Source: an optimization exercise on an open RTL-to-GDS flow (aim: small area). Production flows keep margins and buffers that such runs may drop.
Only simulation tests tie the RTL to the original design; equivalence was not proved.
Power figures rest on the tool's default switching activity, not on a simulated workload.

// Final
module Final(CLK,rst,keyRows,keyCols,display8,bitchoose);
input CLK;
input rst;
input[3:0] keyRows;
output[3:0] keyCols;
output[7:0] display8;
output[3:0] bitchoose;
reg [7:0] c1;
wire en1 = (~c1[1] & ~c1[2] & ~c1[3] & ~c1[4] & ~c1[5] & ~c1[6] & ~c1[7]);
always @(posedge CLK)
	if (rst) c1 <= 8'd176;
	else c1 <= {c1[6:0], c1[7] ^ c1[0] ^ (c1[1] & c1[3])};
reg [6:0] c2;
wire en2 = (~c2[1] & ~c2[2] & ~c2[4] & ~c2[5] & ~c2[6]);
always @(posedge CLK)
	if (rst) c2 <= 7'd95;
	else c2 <= {c2[5:0], c2[6] ^ (c2[0] & c2[3])};
reg [1:0] ks;
wire B = |keyRows;
always @(posedge CLK)
	if (rst) ks <= 2'b00;
	else if (en1 && !B) ks <= {ks[0], ~ks[1]};
wire c3 = ~ks[1] & ~ks[0], cc2 = ~ks[1] & ks[0], cc1 = ks[1] & ks[0], c0 = ks[1] & ~ks[0];
assign keyCols = {c3, cc2, cc1, c0};
reg p, A;
always @(posedge CLK)
	if (rst) begin p <= 1'b0; A <= 1'b0; end
	else if (en1) begin p <= B; A <= B & p; end
wire r3 = keyRows == 4'b1000, r2 = keyRows == 4'b0100, r1 = keyRows == 4'b0010, r0 = keyRows == 4'b0001;
  ...
export LEC_CHECK = 0
export ABC_AREA = 1
export CAP_MARGIN = 20
export CORE_MARGIN = 2
export CORE_UTILIZATION = 70
export SLEW_MARGIN = 20
create_clock -name core_clock -period 10.0 [get_ports {CLK}]
standard.sh (not shown) runs the stock make flow with config.mk's settings and CLKGATE_MAP_FILE= SYNTH_SCRIPT=/design/flow/synth_recipe.tcl, a recipe that flattens the netlist after the stock synthesis.
==> flow/flow/run.sh <==
#!/bin/bash
# Own layout flow: the standard synthesis; then its combinational logic re-mapped by ABC with
# several area scripts, keeping the smallest netlist (flip-flops stay as the standard synthesis
# made them); then the standard layout steps, with buf_1 cells as the port buffers.
set -euo pipefail
W=$(pwd)
LIB=$FLOW_HOME/platforms/sky130hd/lib/sky130_fd_sc_hd__tt_025C_1v80.lib
R=$W/orfs/results/$FLOW_PLATFORM/Final/base
YOSYS=${YOSYS_EXE:-$FLOW_HOME/../tools/install/yosys/bin/yosys}
[ -x "$YOSYS" ] || YOSYS=yosys

bash standard.sh synth > synth_standard.log 2>&1
python3 flow/mkcells.py "$LIB" cells.v > mkcells.log 2>&1
cp "$R/1_2_yosys.v" 1_2_yosys.standard.v
best=""; bestarea=""
for s in flow/s*.abc; do
  n=$(basename "$s" .abc)
  LIB="$LIB" CELLS=cells.v NETIN=1_2_yosys.standard.v NETOUT=resynth_$n.v TOP="$FLOW_TOP" \
    ABCSCRIPT="$s" "$YOSYS" -c flow/resynth.tcl > resynth_$n.log 2>&1 || continue
  area=$(grep 'Chip area' resynth_$n.log | tail -1 | sed 's/.*: //')
  echo "$n $area" >> resynth_areas.log
  if [ -z "$best" ] || awk "BEGIN{exit !($area < $bestarea)}"; then best=$n; bestarea=$area; fi
done
echo "chosen $best $bestarea" >> resynth_areas.log
cp resynth_$best.v "$R/1_2_yosys.v"
rm -f "$R/1_synth.odb" "$R/1_synth.sdc"
bash standard.sh "BUFFER_PORTS_ARGS=-buffer_cell sky130_fd_sc_hd__buf_1" finish > layout.log 2>&1
Other scripts of this flow, unchanged in this note and not shown: flow/flow/mkcells.py, flow/flow/resynth.tcl, flow/flow/s1.abc, flow/flow/s2.abc, flow/flow/s3.abc, flow/flow/s4.abc, flow/flow/s5.abc
The baseline finished clean.
Change:
Settings changed: CTS_BUF_LIST from default to sky130_fd_sc_hd__clkbuf_4.
The changed run completed with no timing, DRC or antenna violations. Final area barely changes. Total power is higher slightly. Synthesized area is unchanged. Routed wire length stays flat. Via count is lower slightly. Die area does not change. Global-route usage stays the same. Utilization is higher by 0.13 points. Count of clock-buffer cells in the layout stays the same.

* * *

== MS ==
Another version of the RTL of Final (not shown whole).
Size: roughly 250 cells after synthesis, about 22 I/O pins, ~0.0019 mm^2 of cells after synthesis.
clock: 10.0 ns
lec_check: 0
abc_area: 1
cap_margin: 20
core_area: 2.3 2.72 57.04 57.12
die_area: 0 0 59.415 59.415
gpl_timing_driven: 0
slew_margin: 20
==> flow/flow/run.sh <==
#!/bin/bash
# Own layout flow: the standard synthesis; then its combinational logic re-mapped by ABC with
# several area scripts (run 4 at a time), keeping the smallest netlist (flip-flops stay as the
# standard synthesis made them); then the standard layout steps, with buf_1 cells as the port
# buffers and no dummy clock loads.
set -euo pipefail
W=$(pwd)
LIB=$FLOW_HOME/platforms/sky130hd/lib/sky130_fd_sc_hd__tt_025C_1v80.lib
R=$W/orfs/results/$FLOW_PLATFORM/Final/base
YOSYS=${YOSYS_EXE:-$FLOW_HOME/../tools/install/yosys/bin/yosys}
[ -x "$YOSYS" ] || YOSYS=yosys
export LIB YOSYS W

bash standard.sh synth > synth_standard.log 2>&1
python3 flow/mkcells.py "$LIB" cells.v > mkcells.log 2>&1
cp "$R/1_2_yosys.v" 1_2_yosys.standard.v
resynth() {
  n=$(basename "$1" .abc)
  LIB="$LIB" CELLS=cells.v NETIN=1_2_yosys.standard.v NETOUT=resynth_$n.v TOP="$FLOW_TOP" \
    ABCSCRIPT="$1" "$YOSYS" -c flow/resynth.tcl > resynth_$n.log 2>&1 || true
}
export -f resynth
ls flow/s*.abc | xargs -P 4 -I{} bash -c 'resynth {}'
best=""; bestarea=""
for s in flow/s*.abc; do
  n=$(basename "$s" .abc)
  [ -s resynth_$n.v ] || continue
  area=$(grep 'Chip area' resynth_$n.log | tail -1 | sed 's/.*: //')
  [ -n "$area" ] || continue
  echo "$n $area" >> resynth_areas.log
  if [ -z "$best" ] || awk "BEGIN{exit !($area < $bestarea)}"; then best=$n; bestarea=$area; fi
done
echo "chosen $best $bestarea" >> resynth_areas.log
cp resynth_$best.v "$R/1_2_yosys.v"
rm -f "$R/1_synth.odb" "$R/1_synth.sdc"
bash standard.sh "BUFFER_PORTS_ARGS=-buffer_cell sky130_fd_sc_hd__buf_1" \
  "CTS_ARGS=-sink_clustering_enable -repair_clock_nets -dont_use_dummy_load" finish > layout.log 2>&1
==> flow/flow/resynth.tcl <==
# Re-maps the combinational logic of the standard synthesis netlist with a stronger ABC script.
# The flip-flop instances (blackboxes here) are kept as they are, with their names and cell types.
yosys -import
set lib $::env(LIB)
read_verilog $::env(CELLS)
read_verilog $::env(NETIN)
hierarchy -top $::env(TOP)
flatten
opt_clean
stat
techmap
opt -fast
abc -script $::env(ABCSCRIPT) -liberty $lib -dont_use *probe* -dont_use *lpflow* -dont_use *einv* -dont_use *ebuf* -dont_use *dlygate* -dont_use *clkdly* -dont_use *dlymetal*
opt_clean -purge
hilomap -singleton -hicell sky130_fd_sc_hd__conb_1 HI -locell sky130_fd_sc_hd__conb_1 LO
splitnets
opt_clean -purge
stat -liberty $lib
check
write_verilog -noattr -nohex -nodec $::env(NETOUT)
==> flow/flow/s6_5.abc <==
strash
&get -n
&deepsyn -T 20 -S 5
&put
dch -f
amap
mfs2
strash
dch -f
amap
topo
==> flow/flow/s6_6.abc <==
strash
&get -n
&deepsyn -T 20 -S 6
&put
dch -f
amap
mfs2
strash
dch -f
amap
topo
==> flow/flow/s6_7.abc <==
strash
&get -n
&deepsyn -T 20 -S 7
&put
dch -f
amap
mfs2
strash
dch -f
amap
topo
==> flow/flow/s6_8.abc <==
strash
&get -n
&deepsyn -T 20 -S 8
&put
dch -f
amap
mfs2
strash
dch -f
amap
topo
Other scripts of this flow, unchanged in this note and not shown: flow/flow/mkcells.py, flow/flow/s1.abc, flow/flow/s2.abc, flow/flow/s3.abc, flow/flow/s4.abc, flow/flow/s5.abc, flow/flow/s6.abc, flow/flow/s6_2.abc, flow/flow/s6_3.abc, flow/flow/s6_4.abc, flow/flow/s7.abc
Modified inputs, PW compared to MS
==> flow/flow/run.sh <==
#!/bin/bash
# Own layout flow: the standard synthesis; then its combinational logic re-mapped by ABC with
# several area scripts, keeping the smallest netlist (flip-flops stay as the standard synthesis
# made them); then the standard layout steps, with buf_1 cells as the port buffers.
set -euo pipefail
W=$(pwd)
LIB=$FLOW_HOME/platforms/sky130hd/lib/sky130_fd_sc_hd__tt_025C_1v80.lib
R=$W/orfs/results/$FLOW_PLATFORM/Final/base
YOSYS=${YOSYS_EXE:-$FLOW_HOME/../tools/install/yosys/bin/yosys}
[ -x "$YOSYS" ] || YOSYS=yosys

bash standard.sh synth > synth_standard.log 2>&1
python3 flow/mkcells.py "$LIB" cells.v > mkcells.log 2>&1
cp "$R/1_2_yosys.v" 1_2_yosys.standard.v
best=""; bestarea=""
for s in flow/s*.abc; do
  n=$(basename "$s" .abc)
  LIB="$LIB" CELLS=cells.v NETIN=1_2_yosys.standard.v NETOUT=resynth_$n.v TOP="$FLOW_TOP" \
    ABCSCRIPT="$s" "$YOSYS" -c flow/resynth.tcl > resynth_$n.log 2>&1 || continue
  area=$(grep 'Chip area' resynth_$n.log | tail -1 | sed 's/.*: //')
  echo "$n $area" >> resynth_areas.log
  if [ -z "$best" ] || awk "BEGIN{exit !($area < $bestarea)}"; then best=$n; bestarea=$area; fi
done
echo "chosen $best $bestarea" >> resynth_areas.log
cp resynth_$best.v "$R/1_2_yosys.v"
rm -f "$R/1_synth.odb" "$R/1_synth.sdc"
bash standard.sh "BUFFER_PORTS_ARGS=-buffer_cell sky130_fd_sc_hd__buf_1" \
  "CTS_ARGS=-sink_clustering_enable -repair_clock_nets -dont_use_dummy_load" finish > layout.log 2>&1
removed: flow/flow/s6_5.abc
removed: flow/flow/s6_6.abc
removed: flow/flow/s6_7.abc
removed: flow/flow/s6_8.abc
Findings:
- Diff MS -> PW: non-filler instance count after layout now sits at about the same level, total power per unit cell area ~0 delta, synthesis-to-layout area growth ~0 delta.
- From PW to MS, number of flip-flops and latches did not move at all.
- As far as leakage power total goes, MS and PW are indistinguishable; the numbers are identical.
- Cell-internal power essentially unchanged between MS and PW.

-- what the ideal ports hide --
Ports are ideal in the flow. The routed layouts listed here were re-timed in OpenROAD. Step 1: set_driving_cell puts a clkbuf_16 on CLK and a buf_2 on each other input, an assumption about the parent block. Step 2 times the ports against the registers' clock, not the clock port: input delays grow and output delays shrink by t, the midpoint of the rising clock arrivals with the driver on. Slacks: ideal / step 1 / step 2; pairs: ideal / step 1.
run	t, ns	setup slack, ns	worst slew at a driven data input, ns
the first run of note 1	0.379	5.293 / 5.300 / 4.921	0.03
the second run of note 1	0.377	5.292 / 5.297 / 4.920	0.03
MS	0.364	4.429 / 4.431 / 4.067	0.03
PW	0.364	4.429 / 4.431 / 4.067	0.03
After both steps every run listed still meets setup and hold.
